Source: an optimization exercise on an open RTL-to-GDS flow (aim: small area). Production flows keep margins and buffers that such runs may drop. Where RTL was checked, it was by simulation tests only, not by an equivalence proof against the original. Power figures rest on the tool's default switching activity, not on a simulated workload.

Design top, start of the top module:
module top (
    input  clk,
    input  rst,
    input  en,
    input  signed [7:0] adc_in,
    output wire [7:0] char_out,
    output wire char_valid,
    output wire signed [15:0] I_out,
    output wire signed [15:0] Q_out,
    output wire sweep_done,
    output wire signed [6:0] freq,
    output wire bit_tick,
    output wire bit_out
);
Size in the first run: ~1,300 flip-flops, roughly 0.053 sq mm of cells after synthesis.
export LEC_CHECK = 0
export ABC_AREA = 1
export CAP_MARGIN = 20
export CORE_MARGIN = 2
export CORE_UTILIZATION = 55
export CTS_BUF_LIST = sky130_fd_sc_hd__clkbuf_16
export CTS_CLUSTER_DIAMETER = 100
export CTS_CLUSTER_SIZE = 22
export SLEW_MARGIN = 20
create_clock -name core_clock -period 20.0 [get_ports {clk}]
standard.sh (not shown) runs the stock make flow with config.mk's settings and CLKGATE_MAP_FILE= SYNTH_SCRIPT=/design/flow/synth_recipe.tcl, a recipe that flattens the netlist after the stock synthesis.
==> flow/flow/run.sh <==
#!/bin/bash
# The standard layout (standard.sh), with two synthesis changes: adders keep
# Yosys's default carry logic instead of the Kogge-Stone carry map (a non-empty
# SYNTH_OPERATIONS_ARGS replaces ORFS's "-extra-map lcu_kogge_stone.v"), and no
# full/half-adder cell extraction (empty ADDER_MAP_FILE), leaving adders to abc.
# Registers are mapped exactly as in the standard synthesis.
set -euo pipefail
export SYNTH_OPERATIONS_ARGS="-nofsm"
export ADDER_MAP_FILE=""
bash standard.sh > standard.log 2>&1
The baseline ran to the end with no violations.
Edit:
==> flow/flow/run.sh (replaced) <==
#!/bin/bash
# The standard layout (standard.sh) with these synthesis changes only:
#  - adders keep Yosys's default carry logic: a non-empty SYNTH_OPERATIONS_ARGS
#    replaces ORFS's "-extra-map lcu_kogge_stone.v";
#  - no full/half-adder cell extraction (empty ADDER_MAP_FILE);
#  - abc maps logic with Yosys's default area-oriented liberty script
#    (flow/abc_area.script) instead of ORFS's abc_area.script.
# The ORFS scripts are used from a copy in which only abc_area.script differs.
# Registers are mapped exactly as in the standard synthesis.
set -euo pipefail
rm -rf scripts_mod
cp -r "$FLOW_HOME/scripts" scripts_mod
cp flow/abc_area.script scripts_mod/abc_area.script
export SYNTH_OPERATIONS_ARGS="-nofsm"
export ADDER_MAP_FILE=""
bash standard.sh SCRIPTS_DIR="$PWD/scripts_mod" finish > standard.log 2>&1
==> flow/flow/abc_area.script (new file) <==
strash
&get -n
&fraig -x
&put
scorr
dc2
dretime
strash
&get -n
&dch -f
&nf
&put
- CTS_BUF_LIST: sky130_fd_sc_hd__clkbuf_16 -> default
- CTS_CLUSTER_DIAMETER: 100 -> default
- CTS_CLUSTER_SIZE: 22 -> default
Die area decreases by a little under a tenth.
Synthesized cell count decreases by a quarter to a third.
Synthesized area decreases by a little under a tenth.
Edit:
==> flow/flow/run.sh (replaced) <==
#!/bin/bash
# The standard layout (standard.sh), with two synthesis changes: adders keep
# Yosys's default carry logic instead of the Kogge-Stone carry map (a non-empty
# SYNTH_OPERATIONS_ARGS replaces ORFS's "-extra-map lcu_kogge_stone.v"), and no
# full/half-adder cell extraction (empty ADDER_MAP_FILE), leaving adders to abc.
# Registers are mapped exactly as in the standard synthesis.
set -euo pipefail
export SYNTH_OPERATIONS_ARGS="-nofsm"
export ADDER_MAP_FILE=""
bash standard.sh > standard.log 2>&1
removed: flow/flow/abc_area.script
Die area goes up by 8.1%.
Total power went down by 0.68%.
First-iteration DRC count rose by about 40%.
Function was not checked in any run of this note: the RTL went through the layout flow alone.

* * *

xenon:
top, a different RTL version from the one above (not shown whole).
For scale: ~4700 cells after synthesis, ~62 I/O pins.
==> flow/config.mk <==
export PLATFORM = sky130hd
export DESIGN_NAME = top
export DESIGN_NICKNAME = top
export VERILOG_FILES = /design/flow/design.v
export SDC_FILE = /design/flow/constraint.sdc
export NUM_CORES = 4
export LEC_CHECK = 0
export ABC_AREA = 1
export CAP_MARGIN = 20
export CORE_MARGIN = 2
export CORE_UTILIZATION = 55
export CTS_BUF_LIST = sky130_fd_sc_hd__clkbuf_16
export CTS_CLUSTER_DIAMETER = 100
export CTS_CLUSTER_SIZE = 25
export GPL_ROUTABILITY_DRIVEN = 0
export GPL_TIMING_DRIVEN = 0
export SLEW_MARGIN = 20
==> flow/constraint.sdc <==
create_clock -name core_clock -period 20.0 [get_ports {clk}]
set_input_delay 4.0000 -clock core_clock [delete_from_list [all_inputs] [get_ports {clk}]]
set_output_delay 4.0000 -clock core_clock [all_outputs]
set_load 0.01 [all_outputs]
==> flow/flow/run.sh <==
#!/bin/bash
# The standard layout (standard.sh) with these synthesis changes only:
#  - multipliers are Booth-encoded and adders keep Yosys's default carry logic:
#    SYNTH_OPERATIONS_ARGS="-booth"
#    replaces ORFS's "-extra-map lcu_kogge_stone.v";
#  - no full/half-adder cell extraction (empty ADDER_MAP_FILE);
#  - abc maps logic with an area-oriented script (flow/abc_area.script:
#    Yosys's default liberty-mapping script with extra AIG rewriting and
#    area recovery) instead of ORFS's abc_area.script.
# The ORFS scripts are used from a copy in which only abc_area.script differs.
# Registers are mapped exactly as in the standard synthesis.
set -euo pipefail
rm -rf scripts_mod
cp -r "$FLOW_HOME/scripts" scripts_mod
cp flow/abc_area.script scripts_mod/abc_area.script
export SYNTH_OPERATIONS_ARGS="-booth"
export ADDER_MAP_FILE=""
bash standard.sh SCRIPTS_DIR="$PWD/scripts_mod" finish > standard.log 2>&1
==> flow/flow/abc_area.script <==
strash
&get -n
&fraig -x
&put
scorr
dc2
dretime
strash
balance
rewrite
refactor
balance
rewrite
rewrite -z
balance
refactor -z
rewrite -z
balance
dc2
balance
rewrite
refactor
balance
rewrite
rewrite -z
balance
refactor -z
rewrite -z
balance
dc2
strash
&get -n
&dch -f
&nf -R 1000
&put
strash
&get -n
&dch -f
&nf -R 1000
&put
xenon: PASS, flow complete, no timing, DRC or antenna violations
> inputs changed (xenon -> fjord)
# xenon
export LEC_CHECK = 0
export ABC_AREA = 1
export CAP_MARGIN = 20
export CORE_MARGIN = 2
export CORE_UTILIZATION = 55
export CTS_BUF_LIST = sky130_fd_sc_hd__clkbuf_16
export CTS_CLUSTER_DIAMETER = 100
export CTS_CLUSTER_SIZE = 25
export GPL_ROUTABILITY_DRIVEN = 0
export GPL_TIMING_DRIVEN = 0
export SLEW_MARGIN = 20
create_clock -name core_clock -period 20.0 [get_ports {clk}]
# fjord
export LEC_CHECK = 0
export ABC_AREA = 1
export CAP_MARGIN = 20
export CORE_MARGIN = 2
export CORE_UTILIZATION = 55
export CTS_BUF_LIST = sky130_fd_sc_hd__clkbuf_16
export CTS_CLUSTER_DIAMETER = 100
export CTS_CLUSTER_SIZE = 25
export SLEW_MARGIN = 20
create_clock -name core_clock -period 20.0 [get_ports {clk}]
-- flow/flow/abc_area.script --
<<< xenon, line 40
&put
>>> fjord, line 40
&put
strash
&get -n
&dch -f
&nf -R 1000
&put
Results
Critical path depth: fjord vs xenon down 1
Global-route usage: fjord vs xenon up 0.42 points
Of the two candidates, xenon has the worse via count and fjord the better one.
Compared to xenon, fjord has multiplexer area fraction after synthesis 0.52 points higher.
fjord: number of cells in the finished layout apart from fillers is 23 lower than what xenon reported.
In fjord, the clock buffer instance count of the final layout came out 3.4% below the value in xenon.
Compared with xenon, in fjord met3 routed wirelength decreased by about 12% relative to the old numbers, time the final worst path needs with I/O delays and setup decreased by 1.36 ns relative to the old numbers, wire length reported by the detailed router increased by 1.8% relative to the old numbers, register-to-register setup slack decreased by 1.51 ns relative to the old numbers, actual slew at the worst max-slew pin decreased by 0.075 ns relative to the old numbers.
For amber, these inputs were changed with respect to fjord:
# fjord
export LEC_CHECK = 0
export ABC_AREA = 1
export CAP_MARGIN = 20
export CORE_MARGIN = 2
export CORE_UTILIZATION = 55
export CTS_BUF_LIST = sky130_fd_sc_hd__clkbuf_16
export CTS_CLUSTER_DIAMETER = 100
export CTS_CLUSTER_SIZE = 25
export SLEW_MARGIN = 20
create_clock -name core_clock -period 20.0 [get_ports {clk}]
# amber
export LEC_CHECK = 0
export ABC_AREA = 1
export CAP_MARGIN = 5
export CORE_MARGIN = 2
export CORE_UTILIZATION = 55
export CTS_BUF_LIST = sky130_fd_sc_hd__clkbuf_16
export CTS_CLUSTER_DIAMETER = 100
export CTS_CLUSTER_SIZE = 25
export SLEW_MARGIN = 5
create_clock -name core_clock -period 20.0 [get_ports {clk}]
-- flow/flow/abc_area.script --
<<< fjord, line 40
&put
strash
&get -n
&dch -f
&nf -R 1000
&put
>>> amber, line 40
&put
Notes after the runs:
Wire length for amber is higher than for fjord.
amber finished all stages; the layout is clean.
Routed wire length on met2: amber < fjord
From fjord to amber, count of unresolved DRC violations after routing did not move at all.
Setup slack, fjord and amber: smaller value in amber
fjord → amber: clock skew went up; met3 global-route usage did not really move.
Looking at fjord and amber, the cell area is a wash.
amber: minimum clock period is 0.40 ns higher than what fjord reported.
Of fjord and amber, the run reporting the lower total placed cells including tap cells was fjord.
On endpoint required time on the critical path, amber tracks fjord almost exactly.
Looking at total nets after synthesis across fjord and amber, the one that comes out higher is amber.
Modified inputs, willow compared to amber
# amber
export LEC_CHECK = 0
export ABC_AREA = 1
export CAP_MARGIN = 5
export CORE_MARGIN = 2
export CORE_UTILIZATION = 55
export CTS_BUF_LIST = sky130_fd_sc_hd__clkbuf_16
export CTS_CLUSTER_DIAMETER = 100
export CTS_CLUSTER_SIZE = 25
export SLEW_MARGIN = 5
create_clock -name core_clock -period 20.0 [get_ports {clk}]
# willow
export LEC_CHECK = 0
export ABC_AREA = 1
export CAP_MARGIN = 20
export CORE_MARGIN = 2
export CORE_UTILIZATION = 55
export CTS_BUF_LIST = sky130_fd_sc_hd__clkbuf_8 sky130_fd_sc_hd__clkbuf_16
export CTS_CLUSTER_DIAMETER = 100
export CTS_CLUSTER_SIZE = 25
export SLEW_MARGIN = 20
create_clock -name core_clock -period 20.0 [get_ports {clk}]
-- flow/flow/abc_area.script --
<<< amber, line 40
&put
>>> willow, line 40
&put
strash
&get -n
&dch -f
&nf -R 1000
&put
Findings:
The run showing the smaller register-to-register slack is willow. Between amber and willow, the clock latency on the worst-skew pair does not differ in any meaningful way. [compare] base=amber new=willow: number of different library cells in the post-synthesis netlist went down by 2.9%, routed wire length went down by 1.8%, worst hold slack after final layout went up by 0.019 ns. On number of antenna violations at the first check in global routing: willow sits below amber. Compared with amber, in willow post-synthesis instance area essentially unchanged; routing usage on met1 went down by 1.5 points; worst supply voltage drop on vdd has decreased. Via density per instance (higher): willow.
diff inputs: willow => raven
# willow
export LEC_CHECK = 0
export ABC_AREA = 1
export CAP_MARGIN = 20
export CORE_MARGIN = 2
export CORE_UTILIZATION = 55
export CTS_BUF_LIST = sky130_fd_sc_hd__clkbuf_8 sky130_fd_sc_hd__clkbuf_16
export CTS_CLUSTER_DIAMETER = 100
export CTS_CLUSTER_SIZE = 25
export SLEW_MARGIN = 20
create_clock -name core_clock -period 20.0 [get_ports {clk}]
# raven
export LEC_CHECK = 0
export ABC_AREA = 1
export CAP_MARGIN = 20
export CORE_MARGIN = 2
export CORE_UTILIZATION = 55
export CTS_BUF_LIST = sky130_fd_sc_hd__clkbuf_16
export CTS_CLUSTER_DIAMETER = 100
export CTS_CLUSTER_SIZE = 25
export SLEW_MARGIN = 20
create_clock -name core_clock -period 20.0 [get_ports {clk}]
-- flow/flow/abc_area.script --
<<< willow, line 40
&put
strash
&get -n
&dch -f
&nf -R 1000
&put
>>> raven, line 40
&put
--- outcome ---
- Total wirelength of the detailed-routed design went up slightly going from willow to raven.
- Looking at power, raven sits 1.2% higher than willow does.
- Going from willow to raven, die width held steady; arrival time of data at the critical path endpoint grew by 0.40 ns; adder-cell share of the synthesized area ~0 delta.
- raven | status: complete | timing, DRC, antenna: pass

* * *

== job 1091 ==
Another version of the RTL of top (not shown whole).
Size in the first run: about 1300 flip-flops, ~62 I/O pins, ~0.048 mm² of cells after synthesis.
clock: 20.0 ns
lec_check: 0
abc_area: 1
cap_margin: 20
core_margin: 2
core_utilization: 65
cts_buf_list: sky130_fd_sc_hd__clkbuf_16
cts_cluster_diameter: 100
cts_cluster_size: 25
slew_margin: 20
==> flow/flow/run.sh <==
#!/bin/bash
# The standard layout (standard.sh) with these synthesis changes only:
#  - multipliers are Booth-encoded and adders keep Yosys's default carry logic:
#    SYNTH_OPERATIONS_ARGS="-booth"
#    replaces ORFS's "-extra-map lcu_kogge_stone.v";
#  - no full/half-adder cell extraction (empty ADDER_MAP_FILE);
#  - abc maps logic with Yosys's default area-oriented liberty script
#    (flow/abc_area.script) instead of ORFS's abc_area.script.
# The ORFS scripts are used from a copy in which only abc_area.script differs.
# Registers are mapped exactly as in the standard synthesis.
set -euo pipefail
rm -rf scripts_mod
cp -r "$FLOW_HOME/scripts" scripts_mod
cp flow/abc_area.script scripts_mod/abc_area.script
export SYNTH_OPERATIONS_ARGS="-booth"
export ADDER_MAP_FILE=""
bash standard.sh SCRIPTS_DIR="$PWD/scripts_mod" finish > standard.log 2>&1
==> flow/flow/abc_area.script <==
strash
&get -n
&fraig -x
&put
scorr
dc2
dretime
strash
&get -n
&dch -f
&nf
&put
Job 1091 was carried through to the last stage, and its layout satisfied the timing, design-rule and antenna checks.
Edits applied to the flow inputs when going from job 1091 to job 5482:
# job 1091
export LEC_CHECK = 0
export ABC_AREA = 1
export CAP_MARGIN = 20
export CORE_MARGIN = 2
export CORE_UTILIZATION = 65
export CTS_BUF_LIST = sky130_fd_sc_hd__clkbuf_16
export CTS_CLUSTER_DIAMETER = 100
export CTS_CLUSTER_SIZE = 25
export SLEW_MARGIN = 20
create_clock -name core_clock -period 20.0 [get_ports {clk}]
# job 5482
export LEC_CHECK = 0
export ABC_AREA = 1
export CAP_MARGIN = 20
export CORE_MARGIN = 2
export CORE_UTILIZATION = 55
export CTS_BUF_LIST = sky130_fd_sc_hd__clkbuf_16
export CTS_CLUSTER_DIAMETER = 100
export CTS_CLUSTER_SIZE = 25
export SLEW_MARGIN = 20
create_clock -name core_clock -period 20.0 [get_ports {clk}]
--- a/flow/flow/run.sh
+++ b/flow/flow/run.sh
@@ -7,2 +7,3 @@
-#  - abc maps logic with Yosys's default area-oriented liberty script
-#    (flow/abc_area.script) instead of ORFS's abc_area.script.
+#  - abc maps logic with an area-oriented script (flow/abc_area.script:
+#    Yosys's default liberty-mapping script with extra AIG rewriting and
+#    area recovery) instead of ORFS's abc_area.script.
==> flow/flow/abc_area.script <==
strash
&get -n
&fraig -x
&put
scorr
dc2
dretime
strash
balance
rewrite
refactor
balance
rewrite
rewrite -z
balance
refactor -z
rewrite -z
balance
dc2
balance
rewrite
refactor
balance
rewrite
rewrite -z
balance
refactor -z
rewrite -z
balance
dc2
strash
&get -n
&dch -f
&nf -R 1000
&put
strash
&get -n
&dch -f
&nf -R 1000
&put
==> results.txt <==
The final reports for job 5482 and job 1091 show power spent charging and discharging nets higher in the former. Having completed the whole flow, job 5482 delivered a layout that passed the timing, design-rule and antenna checks. Changes observed in job 5482 relative to job 1091: final core area utilization -11 points; number of design-rule violations left by the first detailed-router iteration lost 7.6%. Between job 1091 and job 5482, area growth from synthesis to layout is higher for job 5482, job 1091 comes in under that. Job 5482 reports a lower wire length of the first global-routing pass than job 1091 does. The final reports for job 5482 and job 1091 show smallest setup slack after layout lower in the former. Between job 1091 and job 5482, the difference in internal power is negligible.
Input-level comparison between job 6655 and job 5482:
# job 5482
export LEC_CHECK = 0
export ABC_AREA = 1
export CAP_MARGIN = 20
export CORE_MARGIN = 2
export CORE_UTILIZATION = 55
export CTS_BUF_LIST = sky130_fd_sc_hd__clkbuf_16
export CTS_CLUSTER_DIAMETER = 100
export CTS_CLUSTER_SIZE = 25
export SLEW_MARGIN = 20
create_clock -name core_clock -period 20.0 [get_ports {clk}]
# job 6655
export LEC_CHECK = 0
export ABC_AREA = 1
export CAP_MARGIN = 20
export CORE_MARGIN = 2
export CORE_UTILIZATION = 55
export CTS_BUF_LIST = sky130_fd_sc_hd__clkbuf_16
export CTS_CLUSTER_DIAMETER = 100
export CTS_CLUSTER_SIZE = 22
export SLEW_MARGIN = 20
create_clock -name core_clock -period 20.0 [get_ports {clk}]
--- a/flow/flow/run.sh
+++ b/flow/flow/run.sh
@@ -3,2 +3 @@
-#  - multipliers are Booth-encoded and adders keep Yosys's default carry logic:
-#    SYNTH_OPERATIONS_ARGS="-booth"
+#  - adders keep Yosys's default carry logic: a non-empty SYNTH_OPERATIONS_ARGS
@@ -7,3 +6,2 @@
-#  - abc maps logic with an area-oriented script (flow/abc_area.script:
-#    Yosys's default liberty-mapping script with extra AIG rewriting and
-#    area recovery) instead of ORFS's abc_area.script.
+#  - abc maps logic with Yosys's default area-oriented liberty script
+#    (flow/abc_area.script) instead of ORFS's abc_area.script.
@@ -16 +14 @@
-export SYNTH_OPERATIONS_ARGS="-booth"
+export SYNTH_OPERATIONS_ARGS="-nofsm"
==> flow/flow/abc_area.script <==
strash
&get -n
&fraig -x
&put
scorr
dc2
dretime
strash
&get -n
&dch -f
&nf
&put
- On number of antenna diodes, the higher figure sits with job 6655, not job 5482.
- Looking at combinational family with the most area after synthesis, the compound AO/OA/AOI/OAI gates result is from job 5482; the simple AND/OR/NAND/NOR gates one comes from job 6655.
- As far as count of final max-slew check failures goes, job 5482 and job 6655 are indistinguishable; the numbers are identical.
- Job 6655 against job 5482; number of cells traversed by the worst register-to-register path is down by more than a quarter.
- Job 6655 vs job 5482 — timing-limited maximum frequency climbed by a few percent
- Looking at job 6655 and job 5482, the minimum hold slack is a wash.
- Share of the cycle needed by the critical path after routing (job 6655 over job 5482): decrease, 1.9 points
- Per the comparison of job 6655 with job 5482, fraction of standard cell area in multi-input logic went up 1.8 points; static power due to leakage saw an increase; clock skew now sits lower; total net switching power higher.

[static timing again, ports no longer ideal]
The flow's constraints put no driver on any port. The routed layouts listed below were extracted and timed again, unchanged, in two steps.
Step 1 sets driving cells, clkbuf_16 on the clock port and buf_2 on the other inputs (assumed; they add their load-dependent delay and slew).
Step 2 times the ports against the registers' clock, not the clock port: input delays grow and output delays shrink by t, the midpoint of the rising clock arrivals with the driver on.
Three values: ideal, step 1, step 2; two values: the first two.
| run | t, ns | slack for setup (ns) | worst setup path after step 2 |
|---|---|---|---|
| the first run of note 1 | 0.717 | 11.312 / 11.238 / 10.521 | input to register |
| the second run of note 1 | 0.784 | 6.707 / 6.750 / 5.966 | input to register |
| the third run of note 1 | 0.790 | 11.378 / 11.309 / 10.519 | input to register |
| xenon | 0.732 | 4.388 / 4.406 / 3.673 | input to register |
| fjord | 0.722 | 5.743 / 5.769 / 5.047 | input to register |
| amber | 0.726 | 5.348 / 5.378 / 4.652 | input to register |
| willow | 0.722 | 5.739 / 5.765 / 5.043 | input to register |
| raven | 0.726 | 5.349 / 5.379 / 4.653 | input to register |
| job 1091 | 0.726 | 6.286 / 6.315 / 5.589 | input to register |
| job 5482 | 0.730 | 5.430 / 5.460 / 4.730 | input to register |
| job 6655 | 0.709 | 5.820 / 5.850 / 5.141 | input to register |
After both steps every run listed still meets setup and hold. For the third run of note 1, which loses most, drivers alone change the setup slack by -0.069 ns; drivers and shift together by -0.859 ns.
